This is an optimization exercise on Yosys and OpenROAD, whose aim is small area, not a production implementation. Only simulation tests tie the RTL to the original design; equivalence was not proved. Power is estimated from default activity; no workload was simulated.

$ cat run.sh
#!/bin/bash
# synth_recipe.tcl (not shown) runs the flow's synth.tcl, then flattens the netlist and writes it again
# the make line also repeats each setting of config.mk as NAME=value (left out here)
make -C /OpenROAD-flow-scripts/flow DESIGN_CONFIG=/design/flow/config.mk WORK_HOME=/design/flow/orfs CLKGATE_MAP_FILE= SYNTH_SCRIPT=/design/flow/synth_recipe.tcl finish
$ cat config.mk
export PLATFORM = sky130hd
export DESIGN_NAME = VendingMachine_top
export DESIGN_NICKNAME = VendingMachine_top
export VERILOG_FILES = /design/flow/design.v
export SDC_FILE = /design/flow/constraint.sdc
export NUM_CORES = 4
export LEC_CHECK = 0
export CAP_MARGIN = 20
export CORE_MARGIN = 2
export CORE_UTILIZATION = 40
export SLEW_MARGIN = 20
$ cat constraint.sdc
create_clock -name core_clock -period 10.0 [get_ports {clk}]
set_input_delay 2.0000 -clock core_clock [delete_from_list [all_inputs] [get_ports {clk}]]
set_output_delay 2.0000 -clock core_clock [all_outputs]
set_load 0.01 [all_outputs]
$ cat design.v
`timescale 1ns / 1ps
module pb_pulse(
    input btn,
    input clk,
    input rst,
    output pbPulse);
 reg [1:0] btnState;
 assign pbPulse = btnState[0] & ~btnState[1];
 always @(posedge clk) begin
    if (rst)
       btnState <= 2'b00;
    else
       btnState <= {btnState[0], btn};
 end
endmodule
`timescale 1ns / 1ps
module signal_decoder(
    input [4:0]SW,
    input [3:0] BTN,
    input clk,
    input rst,
    output reg wu_jiao,
    output reg yi_yuan,
    output reg coin_out,
    output reg coca_cola,
    output reg oolong,
    output reg redtea,
    output reg inquire_coca_cola,
    output reg inquire_oolong,
    output reg inquire_redtea,
    output reg fill_up);
wire BTN0;
wire BTN1;
wire BTN2;
wire BTN3;
wire PBPULSE0;
wire PBPULSE1;
wire PBPULSE2;
wire PBPULSE3;
assign BTN0 = BTN[0];
assign BTN1 = BTN[1];
assign BTN2 = BTN[2];
assign BTN3 = BTN[3];
pb_pulse pp0(.btn(BTN0),
			 .clk(clk),
			 .rst(rst),
			 .pbPulse(PBPULSE0));
pb_pulse pp1(.btn(BTN1),
			 .clk(clk),
			 .rst(rst),
			 .pbPulse(PBPULSE1));
pb_pulse pp2(.btn(BTN2),
			 .clk(clk),
			 .rst(rst),
			 .pbPulse(PBPULSE2));
pb_pulse pp3(.btn(BTN3),
			 .clk(clk),
			 .rst(rst),
			 .pbPulse(PBPULSE3));
always@(*) begin	
	if(SW[0])
		wu_jiao = PBPULSE1;
	else
		wu_jiao = 1'b0;
end
always@(*) begin
	if(SW[0])
		yi_yuan = PBPULSE2;
	else
		yi_yuan = 1'b0;
end
always@(*) begin
	coin_out = PBPULSE3;
end
always@(*) begin
	if(SW[1])
		coca_cola = PBPULSE0;
	else
		coca_cola = 1'b0;
end
always@(*) begin
	if(SW[2])
		oolong = PBPULSE0;
	else
		oolong = 1'b0;
end
always@(*) begin
	if(SW[3])
		redtea = PBPULSE0;
	else
		redtea = 1'b0;
end
always@(*) begin
	if(SW[1])
		inquire_coca_cola = PBPULSE1;
	else
		inquire_coca_cola = 1'b0;
end
always@(*) begin
	if(SW[2])
		inquire_oolong = PBPULSE1;
	else
		inquire_oolong = 1'b0;
end
always@(*) begin
	if(SW[3])
		inquire_redtea = PBPULSE1;
	else
		inquire_redtea = 1'b0;
end
always@(*) begin
	if(SW[4])
		fill_up = PBPULSE0;
	else
		fill_up = 1'b0;
end
endmodule
`timescale 1ns / 1ps
module clk_div(
   input clk,
   input rst,
   input coin_out,
   output tick_50hz,
   output tick_1000hz);
reg [31:0] clk_50_cnt;
reg [14:0] clk_1000_cnt;
reg clk_50hz;
reg clk_1000hz;
assign tick_50hz = !coin_out && clk_50_cnt == 32'd799 && !clk_50hz;
assign tick_1000hz = !coin_out && clk_1000_cnt == 15'd4 && !clk_1000hz;
always@(posedge clk) begin
	if(rst || coin_out)
		clk_50_cnt <= 0;
	else if(clk_50_cnt == 32'd799)
		clk_50_cnt <= 0;
	else
		clk_50_cnt <= clk_50_cnt + 1; 
end
always@(posedge clk) begin
	if(rst || coin_out)
		clk_50hz <= 1'b0;
	else if(clk_50_cnt == 32'd799)
		clk_50hz <= ~clk_50hz;
	else
		clk_50hz <= clk_50hz;
end
always@(posedge clk) begin
	if(rst || coin_out)
		clk_1000_cnt <= 0;
	else if(clk_1000_cnt == 15'd4)
		clk_1000_cnt <= 0;
	else
		clk_1000_cnt <= clk_1000_cnt + 1;
end
always@(posedge clk) begin
	if(rst || coin_out)
		clk_1000hz <= 1'b0;
	else if(clk_1000_cnt == 15'd4)
		clk_1000hz <= ~clk_1000hz;
	else
		clk_1000hz <= clk_1000hz;
end
endmodule
`timescale 1ns / 1ps
module seg7_display(
	input [3:0] NUM,
    output reg[6:0] a_to_g);
always @(*) 
case(NUM)
0:a_to_g=7'b0000001;
1:a_to_g=7'b1001111;
2:a_to_g=7'b0010010;
3:a_to_g=7'b0000110;
4:a_to_g=7'b1001100;
5:a_to_g=7'b0100100;
6:a_to_g=7'b0100000;
7:a_to_g=7'b0001111;
8:a_to_g=7'b0000000;
9:a_to_g=7'b0000100;
'hA: a_to_g=7'b0001000;
'hB: a_to_g=7'b1100000;
'hC: a_to_g=7'b0110001;
'hD: a_to_g=7'b1000010;
'hE: a_to_g=7'b0110000;
'hF: a_to_g=7'b0111000;
default: a_to_g=7'b0000001; 
endcase 
endmodule
`timescale 1ns / 1ps
module control(
    input clk,
    input rst,
    input tick_50hz,
    input tick_1000hz,
    input coin_out,
    input fill_up,
    input wu_jiao,
    input yi_yuan,
    input coca_cola,
    input oolong,
    input redtea,
    input inquire_coca_cola,
    input inquire_oolong,
    input inquire_redtea,
    output reg[3:0] AN,
    output [6:0] a_to_g,
    output reg point);
reg [3:0] xiaoshu;
reg [3:0] ge;
reg [3:0] shi;
reg [3:0] bai;
wire [13:0]money;
reg dis_mode;
assign money = 14'd1000 * bai + 14'd100 * shi + 14'd10 * ge + 14'd1 * bai;
reg [2:0]coca_cola_cnt;
reg [2:0]oolong_cnt;
reg [2:0]redtea_cnt;
always@(posedge clk) begin
	if(rst || fill_up)
		coca_cola_cnt <= 3'd5;
	else if(coca_cola && money >= 14'd20 && coca_cola_cnt > 3'd0)
		coca_cola_cnt <= coca_cola_cnt - 1;
	else
		coca_cola_cnt <= coca_cola_cnt;
end
always@(posedge clk) begin
	if(rst || fill_up)
		oolong_cnt <= 3'd5;
	else if(oolong && money >= 14'd30 && oolong_cnt > 3'd0)
		oolong_cnt <= oolong_cnt - 1;
	else
		oolong_cnt <= oolong_cnt;
end
always@(posedge clk) begin
	if(rst || fill_up)
		redtea_cnt <= 3'd5;
	else if(redtea && money >= 14'd35 && redtea_cnt > 3'd0)
		redtea_cnt <= redtea_cnt - 1;
	else
		redtea_cnt <= redtea_cnt;
end
always@(posedge clk) begin
	if(rst || coin_out)
		xiaoshu <= 4'd0;
	else if(wu_jiao && xiaoshu == 4'd5)
		xiaoshu <= 4'd0;
	else if(wu_jiao && xiaoshu == 4'd0)
		xiaoshu <= 4'd5;
	else if(redtea) begin
		if(money >= 14'd35 && redtea_cnt > 3'd0) begin
			if(ge >= 4'd3 && xiaoshu == 4'd5)
				xiaoshu <= 4'd0;
			else if(xiaoshu != 4'd5)
				xiaoshu <= 4'd5;
		end
		else begin
		end
	end
	else
		xiaoshu <= xiaoshu;
end
always@(posedge clk) begin
	if(rst || coin_out)
		ge <= 4'd0;
	else if(ge == 4'd9 && yi_yuan)
		ge <= 4'd0;
	else if(ge == 4'd9 && xiaoshu == 4'd5 && wu_jiao)
		ge <= 4'd0;
	else if(xiaoshu == 4'd5 && wu_jiao)
		ge <= ge + 4'd1;
	else if(yi_yuan)
		ge <= ge + 4'd1;
	else if(coca_cola) begin
		if(money >= 14'd20 && coca_cola_cnt > 3'd0) begin
			if(ge >= 4'd2)
				ge <= ge - 4'd2;
			else 
				ge <= ge + 4'd8;
		end
		else begin
		end
	end
	else if(oolong) begin
		if(money >= 14'd30 && oolong_cnt > 3'd0) begin
			if(ge >= 4'd3)
				ge <= ge - 4'd3;
			else
				ge <= ge + 4'd7; 
		end
		else begin
		end
	end
	else if(redtea) begin
		if(money >= 14'd35) begin
			if(ge >= 4'd3 && xiaoshu == 4'd5)
				ge <= ge - 4'd3;
			else if(ge >= 4'd4 && xiaoshu == 4'd0)
				ge <= ge - 4'd4;
			else
				ge <= ge + 4'd6;
		end
		else begin
		end
	end
	else
		ge <= ge; 	
end
always@(posedge clk) begin
	if(rst || coin_out)
		shi <= 4'd0;
	else if(shi == 4'd9 && ge == 4'd9 && xiaoshu == 4'd5 && wu_jiao)
		shi <= 4'd0;
	else if(shi == 4'd9 && ge == 4'd9 && yi_yuan)
		shi <= 4'd0;
	else if(ge == 4'd9 && yi_yuan)
		shi <= shi + 4'd1;
	else if(ge == 4'd9 && xiaoshu == 4'd5 && wu_jiao)
		shi <= shi + 4'd1;
	else if(coca_cola) begin
		if(money >= 14'd20 && coca_cola_cnt > 3'd0) begin
			if(shi == 4'd0 && ge <= 4'd1)
				shi <= shi + 4'd9;
			else if(shi >= 4'd1 && ge <= 4'd1)
				shi <= shi - 4'd1;
			else
				shi <= shi;
		end
		else begin
		end
	end
	else if(oolong) begin
		if(money >= 14'd30 && oolong_cnt > 3'd0) begin
			if(shi == 4'd0 && ge <= 4'd2)
				shi <= shi + 4'd9;
			else if(shi >= 4'd1 && ge <= 4'd2)
				shi <= shi - 4'd1;
			else
				shi <= shi;
		end
		else begin
		end
	end
	else if(redtea)begin
		if(money >= 14'd35 && redtea_cnt > 3'd0) begin
			if(shi == 4'd0 && ge <= 4'd2)
				shi <= shi + 4'd9;
			else if(shi == 4'd0 && ge == 4'd3 && xiaoshu == 4'd0)
				shi <= shi + 4'd9;
			else if(shi >= 4'd1 && ge <= 4'd2)
				shi <= shi - 4'd1;
			else if(shi >= 4'd1 && ge == 4'd3 && xiaoshu == 4'd0)
				shi <= shi - 4'd1;
			else 
				shi <= shi;
		end
		else begin
		end
	end
	else
		shi <= shi;
end
always@(posedge clk) begin
	if(rst || coin_out)
		bai <= 4'd0;
	else if(shi == 4'd9 && ge == 4'd9 && xiaoshu == 4'd5 && wu_jiao)
		bai <= bai + 4'd1;
	else if(shi == 4'd9 && ge == 4'd9 && yi_yuan)
		bai <= bai + 4'd1;
	else if(bai == 4'd9 && shi == 4'd9 && ge == 4'd9 && xiaoshu == 4'd5 && wu_jiao)
		bai <= 4'd0;
	else if(bai == 4'd9 && shi == 4'd9 && ge == 4'd9 && yi_yuan)
		bai <= 4'd0;
	else if(coca_cola) begin
		if(money >= 14'd20 && coca_cola_cnt > 3'd0) begin
			if(shi == 4'd0 && ge <= 4'd1)
				bai <= bai - 4'd1;
			else
				bai <= bai;
		end
		else begin
		end
	end
	else if(oolong) begin
		if(money >= 14'd30 && oolong_cnt > 3'd0) begin
			if(shi == 4'd0 && ge <= 4'd2)
				bai <= bai - 4'd1;
			else
				bai <= bai; 
		end
		else begin
		end
	end
	else if(redtea) begin
		if(money >= 14'd35 && redtea_cnt > 3'd0) begin
			if(shi == 4'd0 && ge <= 4'd2)
				bai <= bai - 4'd1;
			else if(shi == 4'd0 && ge == 4'd3 && xiaoshu == 4'd0)
				bai <= bai - 4'd1;
			else
				bai <= bai;
		end
	end
	else
		bai <= bai;
end
reg [31:0]timer1;
always @(posedge clk)begin
	if(rst)
		dis_mode <= 1'b0;
	else if(redtea && redtea_cnt == 3'd0)
		dis_mode <= 1'b1;
	else if(oolong && oolong_cnt == 3'd0)
		dis_mode <= 1'b1;
	else if(coca_cola && coca_cola_cnt == 3'd0)
		dis_mode <= 1'b1;
	else if(dis_mode == 1'b1 && timer1 > 9'd0)
		dis_mode <= 1'b1;
	else
		dis_mode <= 1'b0;
end
always@(posedge clk) begin
	if(rst)
		timer1 <= 32'd0;
	else if(redtea && redtea_cnt == 3'd0)
		timer1 <= 32'd10000;
	else if(oolong && oolong_cnt == 3'd0)
		timer1 <= 32'd10000;
	else if(coca_cola && coca_cola_cnt == 3'd0)
		timer1 <= 32'd10000;
	else if(timer1 == 0)
		timer1 <= timer1;
	else
		timer1 <= timer1 - 1;
end
reg [31:0] timer2;
always@(posedge clk)begin
	if(rst)
		timer2 <= 32'd0;
	else if(coca_cola && money < 14'd20)
		timer2 <= 32'd10000;
	else if(oolong && money < 14'd30)
		timer2 <= 32'd10000;
	else if(redtea && money < 14'd35)
		timer2 <= 32'd10000;
	else if(timer2 == 0)
		timer2 <= timer2;
	else
		timer2 <= timer2 - 1;
end
reg [1:0] mode_flash;
always@(posedge clk)begin
	if(rst)
		mode_flash <= 2'd0;
	else if(coca_cola && money <= 14'd20)
		mode_flash <= 2'd1;
	else if(timer2 > 0 && mode_flash == 2'd1)
		mode_flash <= 2'd1;
	else if(oolong && money <= 14'd30)
		mode_flash <= 2'd2;
	else if(timer2 > 0 && mode_flash == 2'd2)
		mode_flash <= 2'd2;
	else if(redtea && money <= 14'd35)
		mode_flash <= 2'd3;
	else if(timer2 > 0 && mode_flash == 2'd3)
		mode_flash <= 2'd3;
	else
		mode_flash <= 2'd0; 
end
reg [31:0] timer3;
reg [1:0] mode_inquire;
always@(posedge clk)begin
	if(rst)
		timer3 <= 32'd0;
	else if(inquire_coca_cola)
		timer3 <= 32'd10000;
	else if(inquire_oolong)
		timer3 <= 32'd10000;
	else if(inquire_redtea)
		timer3 <= 32'd10000;
	else if(timer3 > 0)
		timer3 <= timer3 - 1;
	else
		timer3 <= 0;
end
always@(posedge clk)begin
	if(rst)
		mode_inquire <= 2'd0;
	else if(inquire_coca_cola)
		mode_inquire <= 2'd1;
	else if(timer3 > 0 && mode_inquire == 2'd1)
		mode_inquire <= 2'd1;
	else if(inquire_oolong)
		mode_inquire <= 2'd2;
	else if(timer3 > 0 && mode_inquire == 2'd2)
		mode_inquire <= 2'd2;
	else if(inquire_redtea)
		mode_inquire <= 2'd3;
	else if(timer3 >0 && mode_inquire == 2'd3)
		mode_inquire <= 2'd3;
	else
		mode_inquire <= 2'd0;
end
reg [1:0]select;
reg [3:0]NUM;
always @(posedge clk)
begin
	if(rst || coin_out)
		select <= 2'd0;
	else if(tick_1000hz)
		select <= select + 1;
end
reg [1:0] select_flash;
always @(posedge clk)
begin
	if(rst || coin_out)
		select_flash <= 2'd0;
	else if(tick_50hz)
		select_flash <= select_flash + 1;
end
always @(*) begin
	if(timer2 > 0) begin
		case(select_flash)
		2'b00:AN = 4'b1110;
		2'b01:AN = 4'b1101;
		2'b10:AN = 4'b1111;
		2'b11:AN = 4'b1111;
		endcase
	end
	else begin
		case(select)
		2'b00:AN = 4'b1110;
		2'b01:AN = 4'b1101;
		2'b10:AN = 4'b1011;
		2'b11:AN = 4'b0111;
		endcase
	end
end
always @(*)
case(select)
2'b01:point = 1'b0;
default:point = 1'b1;
endcase
always @(*) begin
	if(timer1 > 9'd0) begin
		case(select)
		4'b00:NUM = 4'hf;
		4'b01:NUM = 4'hf;
		4'b10:NUM = 4'hf;
		4'b11:NUM = 4'hf;
		endcase	
	end
	else if(timer2 > 9'd0 && mode_flash == 2'd1) begin
			case(select_flash)
			4'b00:NUM = 4'd0;
			4'b01:NUM = 4'd2;
			4'b10:NUM = 4'd0;
			4'b11:NUM = 4'd0;
			endcase
	end
	else if(timer2 > 9'd0 && mode_flash == 2'd2) begin
		case(select_flash)
		4'b00:NUM = 4'd0;
		4'b01:NUM = 4'd3;
		4'b10:NUM = 4'd0;
		4'b11:NUM = 4'd0;
		endcase
	end
	else if(timer2 > 9'd0 && mode_flash == 2'd3) begin
		case(select_flash)
		4'b00:NUM = 4'd5;
		4'b01:NUM = 4'd3;
		4'b10:NUM = 4'd0;
		4'b11:NUM = 4'd0;
		endcase
	end
	else if(timer3 > 9'd0 && mode_inquire == 2'd1) begin
		case(select)
		4'b00:NUM = 4'd0;
		4'b01:NUM = coca_cola_cnt;
		4'b10:NUM = 4'd0;
		4'b11:NUM = 4'd0;
		endcase
	end
	else if(timer3 > 9'd0 && mode_inquire == 2'd2) begin
		case(select)
		4'b00:NUM = 4'd0;
		4'b01:NUM = oolong_cnt;
		4'b10:NUM = 4'd0;
		4'b11:NUM = 4'd0;
		endcase
	end
	else if(timer3 > 9'd0 && mode_inquire == 2'd3) begin
		case(select)
		4'b00:NUM = 4'd0;
		4'b01:NUM = redtea_cnt;
		4'b10:NUM = 4'd0;
		4'b11:NUM = 4'd0;
		endcase
	end
	else begin
		case(select)
		4'b00:NUM = xiaoshu;
		4'b01:NUM = ge;
		4'b10:NUM = shi;
		4'b11:NUM = bai;
		endcase
	end
end
seg7_display seg_d(.NUM(NUM),
			.a_to_g(a_to_g));
endmodule
`timescale 1ns / 1ps
module VendingMachine_top(
    input [3:0] BTN,
    input [4:0]SW,
    input clk,
    input rst,
    output [3:0] AN,
    output [6:0] a_to_g,
    output point);
wire tick_50hz;
wire tick_1000hz;
wire wu_jiao;
wire yi_yuan;
wire coin_out;
wire coca_cola;
wire oolong;
wire redtea;
wire inquire_coca_cola;
wire inquire_oolong;
wire inquire_redtea;
wire fill_up;
signal_decoder s_d(.SW(SW),
				   .BTN(BTN),
				   .coin_out(coin_out),
				   .clk(clk),
				   .rst(rst),
				   .wu_jiao(wu_jiao),
				   .yi_yuan(yi_yuan),
				   .coca_cola(coca_cola),
				   .oolong(oolong),
				   .redtea(redtea),
				   .inquire_coca_cola(inquire_coca_cola),
				   .inquire_oolong(inquire_oolong),
				   .inquire_redtea(inquire_redtea),
				   .fill_up(fill_up));
clk_div c_d(.clk(clk),
			.rst(rst),
			.coin_out(coin_out),
			.tick_50hz(tick_50hz),
			.tick_1000hz(tick_1000hz));
control cl(.clk(clk),
		   .rst(rst),
		   .tick_50hz(tick_50hz),
		   .tick_1000hz(tick_1000hz),
		   .coin_out(coin_out),
		   .fill_up(fill_up),
		   .wu_jiao(wu_jiao),
		   .yi_yuan(yi_yuan),
		   .coca_cola(coca_cola),
		   .oolong(oolong),
		   .redtea(redtea),
		   .inquire_coca_cola(inquire_coca_cola),
		   .inquire_oolong(inquire_oolong),
		   .inquire_redtea(inquire_redtea),
		   .AN(AN),
		   .a_to_g(a_to_g),
		   .point(point));
endmodule
==> summary.txt <==
==> through the flow <==
stage / cell area (um2) / utilization [%] / setup WS [ns] / hold slack, ns / std cells
2_1_floorplan: 11300 / - / 4.73 / 0.430 / 1332
3_3_place_gp: 11800 / 42.4 / 3.88 / 0.443 / 1694
3_5_place_dp: 11800 / 42.4 / 3.73 / 0.449 / 1694
4_1_cts: 12400 / 44.6 / 3.37 / 0.468 / 1726
5_1_grt: 12400 / 44.7 / 3.01 / 0.490 / 1728
6_report: 12400 / 44.7 / 3.41 / 0.466 / 1728
==> cell type report <==
cell class | count | area (um2)
clock buffer | 18 | 429
clock inverter | 14 | 181
fill | 2761 | 15400
inverter | 67 | 251
multi-input combinational | 1042 | 7160
sequential | 183 | 3660
tap | 378 | 473
timing repair buffer | 26 | 265
==> sequential cells by signal, summed over array words and instances (netlist names), 3 cells and up <==
name	flops
cl.shi	4
cl.timer3	32
cl.ge	4
c_d.clk_1000_cnt	15
cl.coca_cola_cnt	3
cl.bai	4
cl.oolong_cnt	3
cl.redtea_cnt	3
cl.timer1	32
cl.timer2	32
c_d.clk_50_cnt	32
==> path summary, 6_finish.rpt <==
kind | to | slack, ns | cells past startpoint
setup / recovery | a_to_g[3] | 3.41 | 13
hold / removal | c_d.clk_1000_cnt[0] | 0.47 | 1
setup reg to reg | cl.timer2[12] | 3.73 | 19
hold reg to reg | c_d.clk_1000_cnt[0] | 0.47 | 1
==> routing by layer <==
metal / GRT usage (%) / routed length (um)
met4: 4.42 / 286
met3: 2.79 / 686
met2: 28.1 / 11200
met1: 23.2 / 12100
met5: 0 / 0
==> cell families after synthesis <==
family | count (synthesis)
adder cells (fa/ha/maj) | 114
AO/OA/AOI/OAI | 238
buffers and inverters | 107
flip-flops | 183
multiplexers | 12
XOR/XNOR | 131
AND/OR/NAND/NOR | 547
==> synth_stat cells, types with 18 or more instances <==
cell type	n	area, um2
dfxtp_1	183	3660
nor2_1	180	676
nand2_1	103	387
ha_1	97	1210
a21oi_1	80	400
xnor2_1	73	639
inv_1	67	251
xor2_1	57	499
nand3_1	47	235
o21ai_0	47	235
nor3_1	33	165
nor4_1	27	169
clkbuf_1	26	97.6
or3_1	24	150
nor2b_1	20	125
and3_1	18	113
==> where the power goes <==
part	leakage [nW]	internal [W]	switching, W
Sequential	1.49	0.000916	0.000231
Combinational	3.20	0.00115	0.00153
Clock	0.290	0.000360	0.000328
Total	4.98	0.00242	0.00209
==> impl_metrics.py <==
metrics = {
    "status": {
        "outcome": "complete, no violations",
    },
    "die": {
        "die_extent_in_x_um": 172,
        "floorplan.initialDensity_pct": 40.6,
        "num_rows": 61,
        "die_height_um": 172,
        "design.portCount": 23,
        "floorplan.die_area_um2": 29600,
        "core_area_um2": 27800,
    },
    "synthesis": {
        "synth_cells": 1332,
        "ys.flop_type": "dfxtp_1",
        "synth_simple_gate_area_share_pct": 24.5,
        "synth_xor_xnor_area_share_pct": 10.3,
        "synth_edf_count": 0,
        "mappedNetlistArea_um2": 11300,
        "synthAdderAreaFrac_pct": 13.8,
        "post_synth_num_cell_types": 95,
        "synth.avg_cell_area_um2": 8.48,
        "combinational_family_with_the_most_area_after_synthesis": "simple AND/OR/NAND/NOR gates",
        "synth-compound-area-share_pct": 13.8,
        "async_flop_share_pct": 0,
        "ys_seq_elements": 183,
        "synth_seq_area_share_pct": 32.4,
        "syn_nets": 1457,
        "muxShareOfSynthArea_pct": 1.11,
        "synth-warning-count": 5,
    },
    "timing": {
        "rsz0062_at_grt": "no",
        "final_hold_viol_count": 0,
        "worst_pin_slew_ns": 1.00,
        "period_share_pct": 65.9,
        "tns_ns": 0,
        "clock_skew_ns": 0.0155,
        "final_setup_fails": 0,
        "layout_min_cycle_time_ns": 6.59,
        "relSlewSlack_pct": 33.2,
        "fmax_ghz": 0.152,
        "pins_over_their_slew_limit": 0,
    },
    "critical_path": {
        "cp_data_required_time_ns": 8.00,
        "cp_top_family": "simple AND/OR/NAND/NOR gates",
        "critPathLaunchType": "flip-flop",
        "timing.critical_path.slowest_stage_cell": "or4_1",
        "critical_path_buf_inv_count": 2,
        "worstPathCellList": "or4_1, nor4_2, nand3_1, or2_1, nand2_1, o221ai_1, nor2_1, inv_1, ha_1, mux2_1, o22ai_1, a21oi_1, clkdlybuf4s50_1",
        "crit_path_max_fanout": 11,
        "r2r_start": "cl.bai[1]",
        "endpoint_kind": "output pin",
        "timing.critical_path.from": "cl.timer2[4]",
        "cp_slowest_stage_delay_ns": 0.57,
        "worst_ep_arrival_time_ns": 4.59,
        "critPathKind": "reg2out",
    },
    "cells_and_area": {
        "mostFrequentLayoutCells": "183 x dfxtp_1, 180 x nor2_1, 103 x nand2_1, 97 x ha_1, 80 x a21oi_1",
        "number_of_nets_in_the_finished_design": 1462,
        "mostFrequentLayoutCell": "dfxtp_1",
        "flow.area_growth_from_synthesis_pct": 10.0,
        "antennaDiodeCount": 0,
        "drive_above_1_share_pct": 5.93,
    },
    "global_routing": {
        "grt_max_degree": 35,
        "first_global_vias": 8559,
        "grt_first_pass_wirelength_um": 41100,
        "groute.usage.overall_pct": 17.0,
        "antenna_violations_before_repair": 0,
        "globalRouteOverflowTotal": 0,
    },
    "routing": {
        "routed_via_density": 5.26,
        "detail_route.first_pass.iterations": 4,
        "routed_wl_um": 24300,
        "first_iter_violations": 535,
        "antenna_left": 0,
        "routed-via-count": 9086,
        "post_drt_wl_per_cell_um": 14.1,
        "drc_violation_count_after_routing": 0,
    },
    "job": {
        "maxCapViolations": 0,
    },
    "placement": {
        "place.gp.congestion": 0.855,
        "dpl.hpwl_um": 17900,
        "portBuffers": 22,
    },
    "clocking": {
        "cts_tree": "done",
        "post_cts.resized_instances": 0,
        "cts_hold_buf": 0,
        "cts-buffers-inserted": 17,
        "worst_setup_hold_path_clk_slew_ns": 0.08,
        "worstSkewPairLatency_ns": 0.44,
        "max-clock-path-buffers": 2,
        "clkSinkCount": 183,
        "htree_num_levels": 4,
        "cts_setup_buffers": 0,
        "cell_at_the_root_of_the_clock_tree": "clkbuf_16",
    },
    "min_path": {
        "worst_hold_path_type": "reg2reg",
        "holdCritStartpoint": "c_d.clk_1000_cnt[0]",
    },
    "power": {
        "power-per-cell-area_nw_per_um2": 363,
        "total_power_w": 0.00452,
        "power_leakage_nw": 4.98,
        "max-vdd-ir-drop_mv": 0.173,
    },
}

what the ideal ports hide:
The flow's constraints put no driver on any port. The routed layout listed below was extracted and timed again, unchanged, in two steps.
Step 1 assumes that a clkbuf_16 drives the clock port and a buf_2 every other input.
Step 2 also shifts input and output timing later by t, the mid clock arrival at the registers, as if the neighbouring blocks saw the same clock.
Three values: no drivers, after step 1, after step 2; two values: the first two.
t, ns: 0.478
setup WS [ns]: 3.406 / 3.360 / 3.728
worst setup path at the end: register to register
slew at the worst register clock pin (ns): 0.08 / 0.08
worst data-port slew with drivers (ns): 0.07
After both steps setup and hold are still met in this run. For this run, drivers alone change the setup slack by -0.046 ns; drivers and shift together by +0.322 ns.
